This design comes from an exercise in tuning for small area on the open sky130 flow, not from production work. At most, simulation tests tie the RTL to the original design; equivalence was not proved.

==> try-xenon <==
## MulRawFN
module MulRawFN(
  input         clock,
  input         reset,
  input         io_a_isNaN,
  input         io_a_isInf,
  input         io_a_isZero,
  input  [8:0]  io_a_exp,
  input  [22:0] io_a_sig,
  input         io_b_isNaN,
  input         io_b_isInf,
  input         io_b_isZero,
  input  [8:0]  io_b_exp,
  input  [22:0] io_b_sig,
  output        io_invalidExc,
  output        io_rawOut_isNaN,
  output        io_rawOut_isInf,
  output        io_rawOut_isZero,
  output [8:0]  io_rawOut_exp,
  output [22:0] io_rawOut_sig
);
  wire [23:0] A = {1'b1, io_a_sig};
  wire [23:0] B = {1'b1, io_b_sig};
  wire neg0, one0, two0;
  wire pp1;
  wire pp2;
  wire pp3;
  wire pp4;
  wire pp5;
  wire pp6;
  wire pp7;
  wire pp8;
  wire pp9;
  wire pp10;
  wire pp11;
  wire pp12;
  wire pp13;
  wire pp14;
  wire pp15;
  wire pp16;
  wire pp17;
  wire pp18;
  wire pp19;
  wire pp20;
  wire pp21;
  wire pp22;
  wire pp23;
  wire pp24;
  wire pp25;
  wire sn26;
  wire neg1, one1, two1;
  wire pp27;
  wire pp28;
  wire pp29;
  wire pp30;
  wire pp31;
  wire pp32;
  wire pp33;
  wire pp34;
  wire pp35;
  wire pp36;
  wire pp37;
  wire pp38;
  wire pp39;
  wire pp40;
  wire pp41;
  wire pp42;
  wire pp43;
  wire pp44;
  wire pp45;
  wire pp46;
  wire pp47;
  wire pp48;
  wire pp49;
  wire pp50;
  wire pp51;
  wire sn52;
  wire neg2, one2, two2;
  wire pp53;
  wire pp54;
  wire pp55;
  wire pp56;
  wire pp57;
  wire pp58;
  wire pp59;
  wire pp60;
  wire pp61;
  wire pp62;
  wire pp63;
  wire pp64;
  wire pp65;
  wire pp66;
  wire pp67;
  wire pp68;
  wire pp69;
  wire pp70;
  wire pp71;
  wire pp72;
  wire pp73;
  wire pp74;
  wire pp75;
  wire pp76;
  wire pp77;
  wire sn78;
  wire neg3, one3, two3;
  wire pp79;
  wire pp80;
  wire pp81;
  wire pp82;
  wire pp83;
  wire pp84;
  wire pp85;
  wire pp86;
  wire pp87;
  wire pp88;
  wire pp89;
  wire pp90;
  wire pp91;
  wire pp92;
  wire pp93;
  wire pp94;
  wire pp95;
  wire pp96;
  wire pp97;
  wire pp98;
  wire pp99;
  wire pp100;
  wire pp101;
  wire pp102;
  wire pp103;
  wire sn104;
  wire neg4, one4, two4;
  wire pp105;
  wire pp106;
  ...
export LEC_CHECK = 0
export CAP_MARGIN = 0
export CORE_MARGIN = 2
export CORE_UTILIZATION = 60
export SLEW_MARGIN = 0
export SYNTH_HIERARCHICAL = 1
export SYNTH_MINIMUM_KEEP_SIZE = 0
create_clock -name core_clock -period 8.5 [get_ports {clock}]
run.sh (not shown) runs the stock make flow with config.mk's settings and CLKGATE_MAP_FILE= SYNTH_SCRIPT=/design/flow/synth_recipe.tcl, a recipe that flattens the netlist after the stock synthesis.
==> try-delta: changes against try-xenon <==
- CAP_MARGIN: 0 -> 20
- CORE_UTILIZATION: 60 -> 40
- SLEW_MARGIN: 0 -> 20
==> qor summary <==
Result of the run: try-delta complete, no violations; try-xenon complete, no violations
Area used by sequential logic in the layout: try-delta 802 um2; try-xenon 801 um2
CP arrival: try-delta 8.38 ns; try-xenon 8.32 ns
GR Util All Layers: try-delta 0.250; try-xenon 0.373
Overall via count from detail_route: try-delta 13,653; try-xenon 14,023
Total met2 wirelength after detailed routing: try-delta 24,600 um; try-xenon 24,100 um
Tap Cells: try-delta 539; try-xenon 378
Non-clock buffers, area share: try-delta 0.119; try-xenon 0.122
Max layer used: try-delta met4; try-xenon met5
Post-layout utilization of the core: try-delta 0.483; try-xenon 0.724
Max-slew headroom: try-delta 0.282; try-xenon 0.221
Met1 routing resource usage after global routing: try-delta 0.359; try-xenon 0.526
Final estimated routing congestion in global placement: try-delta 0.918; try-xenon 0.933
Nonclk buf count: try-delta 235; try-xenon 243
Cell count after placement: try-delta 2,340; try-xenon 2,181
Met2 usage: try-delta 0.404; try-xenon 0.574
Beginning of the critical path: try-delta io_b_sig[14]; try-xenon io_b_sig[10]
Delay of the slowest cell on the worst path: try-delta 0.58 ns; try-xenon 0.52 ns
Fraction of area in multi-input gates: try-delta 0.784; try-xenon 0.791
Share of cells above drive strength 1: try-delta 0.251; try-xenon 0.255
Number of nets in the layout: try-delta 2,266; try-xenon 2,274
Slowest stage cell on the critical path: try-delta sky130_fd_sc_hd__clkdlybuf4s50_1; try-xenon sky130_fd_sc_hd__fa_1
Share of the final layout cell area in sequential cells: try-delta 0.0397; try-xenon 0.0399
No run of this note included a check of the RTL's function; only the layout flow was run.

========
==> job 2665: inputs <==
Another version of the RTL of MulRawFN (not shown whole).
==> flow/config.mk <==
export PLATFORM = sky130hd
export DESIGN_NAME = MulRawFN
export DESIGN_NICKNAME = MulRawFN
export VERILOG_FILES = /design/flow/design.v
export SDC_FILE = /design/flow/constraint.sdc
export NUM_CORES = 4
export LEC_CHECK = 0
export CAP_MARGIN = 20
export CORE_MARGIN = 2
export CORE_UTILIZATION = 40
export SLEW_MARGIN = 20
export SYNTH_HIERARCHICAL = 1
export SYNTH_MINIMUM_KEEP_SIZE = 0
==> flow/constraint.sdc <==
create_clock -name core_clock -period 8.5 [get_ports {clock}]
set_input_delay 1.7000 -clock core_clock [delete_from_list [all_inputs] [get_ports {clock}]]
set_output_delay 1.7000 -clock core_clock [all_outputs]
set_load 0.01 [all_outputs]
standard.sh (not shown) runs the stock make flow with config.mk's settings and CLKGATE_MAP_FILE= SYNTH_SCRIPT=/design/flow/synth_recipe.tcl, a recipe that flattens the netlist after the stock synthesis.
==> flow/flow/run.sh <==
#!/bin/bash
# Standard ORFS flow (the standard.sh, unchanged synthesis), with the port
# buffers made from buf_2 cells and power recovery (downsizing of gates with
# positive slack) after global routing.
set -euo pipefail
export BUFFER_PORTS_ARGS="-buffer_cell sky130_fd_sc_hd__buf_2"
export RECOVER_POWER=100
bash standard.sh > standard.log 2>&1
==> inputs of job 1023, as changes to job 2665 <==
--- a/flow/design.v
+++ b/flow/design.v
@@ -19,12 +19,158 @@
   assign y = ~((a1 & a2) | b1);
 endmodule
 module AOI222(input a1, input b1, input a2, input b2, input a3, input b3, output y);
   assign y = ~((a1 & b1) | (a2 & b2) | (a3 & b3));
 endmodule
-module ADD3A(input [23:0] A, output [25:0] T);
-  assign T = {2'b0, A} + {1'b0, A, 1'b0};
+module ADD3A(input [23:1] g3, input [23:0] p3, output [25:0] T);
+  wire [24:0] c;
+  wire G951;
+  wire G952;
+  wire P953;
+  wire G954;
+  wire P955;
+  wire G956;
+  wire P957;
+  wire G958;
+  wire P959;
+  wire G960;
+  wire P961;
+  wire G962;
+  wire P963;
+  wire G964;
+  wire P965;
+  wire G966;
+  wire P967;
+  wire G968;
+  wire P969;
+  wire G970;
+  wire P971;
+  wire G972;
+  wire P973;
+  wire G974;
+  wire G975;
+  wire P976;
+  wire G977;
+  wire P978;
+  wire G979;
+  wire P980;
+  wire G981;
+  wire P982;
+  wire G983;
+  wire P984;
+  wire G985;
+  wire G986;
+  wire P987;
+  wire G988;
+  wire P989;
+  wire G990;
+  wire G991;
+  wire G992;
+  wire G993;
+  wire G994;
+  wire G995;
+  wire G996;
+  wire G997;
+  wire G998;
+  wire G999;
+  wire G1000;
+  wire G1001;
+  wire G1002;
+  wire G1003;
+  wire G1004;
+  wire G1005;
+  wire G1006;
+  wire G1007;
+  wire G1008;
+  wire G1009;
+  assign G951 = g3[1] | (p3[1] & 1'b0);
+  assign G952 = g3[3] | (p3[3] & g3[2]);
+  assign P953 = p3[3] & p3[2];
+  assign G954 = g3[5] | (p3[5] & g3[4]);
+  assign P955 = p3[5] & p3[4];
+  assign G956 = g3[7] | (p3[7] & g3[6]);
+  assign P957 = p3[7] & p3[6];
+  assign G958 = g3[9] | (p3[9] & g3[8]);
+  assign P959 = p3[9] & p3[8];
+  assign G960 = g3[11] | (p3[11] & g3[10]);
+  assign P961 = p3[11] & p3[10];
+  assign G962 = g3[13] | (p3[13] & g3[12]);
+  assign P963 = p3[13] & p3[12];
+  assign G964 = g3[15] | (p3[15] & g3[14]);
+  assign P965 = p3[15] & p3[14];
+  assign G966 = g3[17] | (p3[17] & g3[16]);
+  assign P967 = p3[17] & p3[16];
+  assign G968 = g3[19] | (p3[19] & g3[18]);
+  assign P969 = p3[19] & p3[18];
+  assign G970 = g3[21] | (p3[21] & g3[20]);
+  assign P971 = p3[21] & p3[20];
+  assign G972 = g3[23] | (p3[23] & g3[22]);
+  assign P973 = p3[23] & p3[22];
+  assign G974 = G952 | (P953 & G951);
+  assign G975 = G956 | (P957 & G954);
+  assign P976 = P957 & P955;
+  assign G977 = G960 | (P961 & G958);
+  assign P978 = P961 & P959;
+  assign G979 = G964 | (P965 & G962);
+  assign P980 = P965 & P963;
+  assign G981 = G968 | (P969 & G966);
+  assign P982 = P969 & P967;
+  assign G983 = G972 | (P973 & G970);
+  assign P984 = P973 & P971;
+  assign G985 = G975 | (P976 & G974);
+  assign G986 = G979 | (P980 & G977);
+  assign P987 = P980 & P978;
+  assign G988 = G983 | (P984 & G981);
+  assign P989 = P984 & P982;
+  assign G990 = G986 | (P987 & G985);
+  assign G991 = G988 | (P989 & G990);
+  assign G992 = G977 | (P978 & G985);
+  assign G993 = G981 | (P982 & G990);
+  assign G994 = G954 | (P955 & G974);
+  assign G995 = G958 | (P959 & G985);
+  assign G996 = G962 | (P963 & G992);
+  assign G997 = G966 | (P967 & G990);
+  assign G998 = G970 | (P971 & G993);
+  assign G999 = g3[2] | (p3[2] & G951);
+  assign G1000 = g3[4] | (p3[4] & G974);
+  assign G1001 = g3[6] | (p3[6] & G994);
+  assign G1002 = g3[8] | (p3[8] & G985);
+  assign G1003 = g3[10] | (p3[10] & G995);
+  assign G1004 = g3[12] | (p3[12] & G992);
+  assign G1005 = g3[14] | (p3[14] & G996);
+  assign G1006 = g3[16] | (p3[16] & G990);
+  assign G1007 = g3[18] | (p3[18] & G997);
+  assign G1008 = g3[20] | (p3[20] & G993);
+  assign G1009 = g3[22] | (p3[22] & G998);
+  assign c[0] = 1'b0;
+  assign c[1] = 1'b0;
+  assign c[2] = G951;
+  assign c[3] = G999;
+  assign c[4] = G974;
+  assign c[5] = G1000;
+  assign c[6] = G994;
+  assign c[7] = G1001;
+  assign c[8] = G985;
+  assign c[9] = G1002;
+  assign c[10] = G995;
+  assign c[11] = G1003;
+  assign c[12] = G992;
+  assign c[13] = G1004;
+  assign c[14] = G996;
+  assign c[15] = G1005;
+  assign c[16] = G990;
+  assign c[17] = G1006;
+  assign c[18] = G997;
+  assign c[19] = G1007;
+  assign c[20] = G993;
+  assign c[21] = G1008;
+  assign c[22] = G998;
+  assign c[23] = G1009;
+  assign c[24] = G991;
+  assign T[23:0] = p3 ^ c[23:0];
+  assign T[24] = ~c[24];
+  assign T[25] = c[24];
 endmodule
 module CPA(input [47:0] gen, input [47:0] prp, output [25:0] PH, output CL);
   wire [47:0] P;
   wire G793;
   wire G794;
@@ -395,11 +541,37 @@
   output [22:0] io_rawOut_sig
 );
   wire [23:0] A = {1'b1, io_a_sig};
   wire [23:0] B = {1'b1, io_b_sig};
   wire [25:0] T;
-  ADD3A u_add3a (.A(A), .T(T));
+  wire [23:1] g3;
+  wire [23:0] p3;
+  assign p3[0] = A[0];
+  HA u_g3_1 (.a(A[1]), .b(A[0]), .s(p3[1]), .co(g3[1]));
+  HA u_g3_2 (.a(A[2]), .b(A[1]), .s(p3[2]), .co(g3[2]));
+  HA u_g3_3 (.a(A[3]), .b(A[2]), .s(p3[3]), .co(g3[3]));
+  HA u_g3_4 (.a(A[4]), .b(A[3]), .s(p3[4]), .co(g3[4]));
+  HA u_g3_5 (.a(A[5]), .b(A[4]), .s(p3[5]), .co(g3[5]));
+  HA u_g3_6 (.a(A[6]), .b(A[5]), .s(p3[6]), .co(g3[6]));
+  HA u_g3_7 (.a(A[7]), .b(A[6]), .s(p3[7]), .co(g3[7]));
+  HA u_g3_8 (.a(A[8]), .b(A[7]), .s(p3[8]), .co(g3[8]));
+  HA u_g3_9 (.a(A[9]), .b(A[8]), .s(p3[9]), .co(g3[9]));
+  HA u_g3_10 (.a(A[10]), .b(A[9]), .s(p3[10]), .co(g3[10]));
+  HA u_g3_11 (.a(A[11]), .b(A[10]), .s(p3[11]), .co(g3[11]));
+  HA u_g3_12 (.a(A[12]), .b(A[11]), .s(p3[12]), .co(g3[12]));
+  HA u_g3_13 (.a(A[13]), .b(A[12]), .s(p3[13]), .co(g3[13]));
+  HA u_g3_14 (.a(A[14]), .b(A[13]), .s(p3[14]), .co(g3[14]));
+  HA u_g3_15 (.a(A[15]), .b(A[14]), .s(p3[15]), .co(g3[15]));
+  HA u_g3_16 (.a(A[16]), .b(A[15]), .s(p3[16]), .co(g3[16]));
+  HA u_g3_17 (.a(A[17]), .b(A[16]), .s(p3[17]), .co(g3[17]));
+  HA u_g3_18 (.a(A[18]), .b(A[17]), .s(p3[18]), .co(g3[18]));
+  HA u_g3_19 (.a(A[19]), .b(A[18]), .s(p3[19]), .co(g3[19]));
+  HA u_g3_20 (.a(A[20]), .b(A[19]), .s(p3[20]), .co(g3[20]));
+  HA u_g3_21 (.a(A[21]), .b(A[20]), .s(p3[21]), .co(g3[21]));
+  HA u_g3_22 (.a(A[22]), .b(A[21]), .s(p3[22]), .co(g3[22]));
+  HA u_g3_23 (.a(A[23]), .b(A[22]), .s(p3[23]), .co(g3[23]));
+  ADD3A u_add3a (.g3(g3), .p3(p3), .T(T));
   wire sa0, sb0, sc0;
   wire pp1;
   wire pp2;
   wire pp3;
   wire pp4;
--- a/flow/config.mk
+++ b/flow/config.mk
@@ -4,10 +4,12 @@
 export VERILOG_FILES = /design/flow/design.v
 export SDC_FILE = /design/flow/constraint.sdc
 export NUM_CORES = 4
 export LEC_CHECK = 0
 export CAP_MARGIN = 20
+export CELL_PAD_IN_SITES_DETAIL_PLACEMENT = 1
+export CELL_PAD_IN_SITES_GLOBAL_PLACEMENT = 1
 export CORE_MARGIN = 2
 export CORE_UTILIZATION = 40
 export SLEW_MARGIN = 20
 export SYNTH_HIERARCHICAL = 1
 export SYNTH_MINIMUM_KEEP_SIZE = 0
==> comparison table <==
	job 1023	job 2665
Critical path's largest stage delay	0.53 ns	0.54 ns
DR WL met3	5440 um	8620 um
Setup fix buffers added after clock tree synthesis	2	5
Worst setup margin	0.222 ns	0.114 ns
RePlAce Congestion	0.932	0.981
Post-DR vias/cell	6.93	7.19
Initial Util	40.3%	40.7%
Post-synth design cell area	13,000 um2	13,300 um2
Count of buffer and inverter cells on the critical path	3	4
Crit path arrival time	8.47 ns	8.59 ns
Result of the run	complete, no violations	complete, no violations
Start point of the critical path	io_a_sig[5]	io_a_sig[1]
Floorplan die area	34,000 um2	34,700 um2
Global-route met3 utilization	5.43%	10.0%
Met2 WL	25,800 um	23,800 um
Placed wire-length estimate	42,800 um	41,000 um
Antenna violations before repair	0	7
Total cell area at the placement stage	15,500 um2	15,700 um2
For job 2665, only the layout was checked, not whether the RTL still works.

## afterwards: timing with drivers on the ports
How much do the figures lean on ideal ports? The routed layouts below were timed once more, with nothing changed but the port constraints. Step 1 sets driving cells, clkbuf_16 on the clock port and buf_2 on the other inputs (assumed; they add their load-dependent delay and slew). Step 2, shift: input delay + t, output delay - t, t = (earliest + latest rising clock arrival at the registers) / 2. This alone moves slack from input paths to output paths. a / b / c = ideal ports / drivers / drivers and shift; a / b = the first two.
run | shift t [ns] | setup slack, ns | hold WS [ns] | cell pins on the clock port's net
try-xenon | 0.315 | 0.382 / 0.365 / 0.050 | 1.997 / 1.993 / 2.308 | 1
try-delta | 0.320 | 0.327 / 0.339 / 0.020 | 2.009 / 2.024 / 2.343 | 1
job 2665 | 0.306 | 0.114 / 0.104 / -0.202 | 1.617 / 1.611 / 1.917 | 1
job 1023 | 0.335 | 0.222 / 0.235 / -0.100 | 1.596 / 1.577 / 1.912 | 1
With both steps, setup timing fails in job 2665 and job 1023, where it was met with ideal ports. For try-xenon, which loses most, drivers alone change the setup slack by -0.017 ns; drivers and shift together by -0.332 ns.
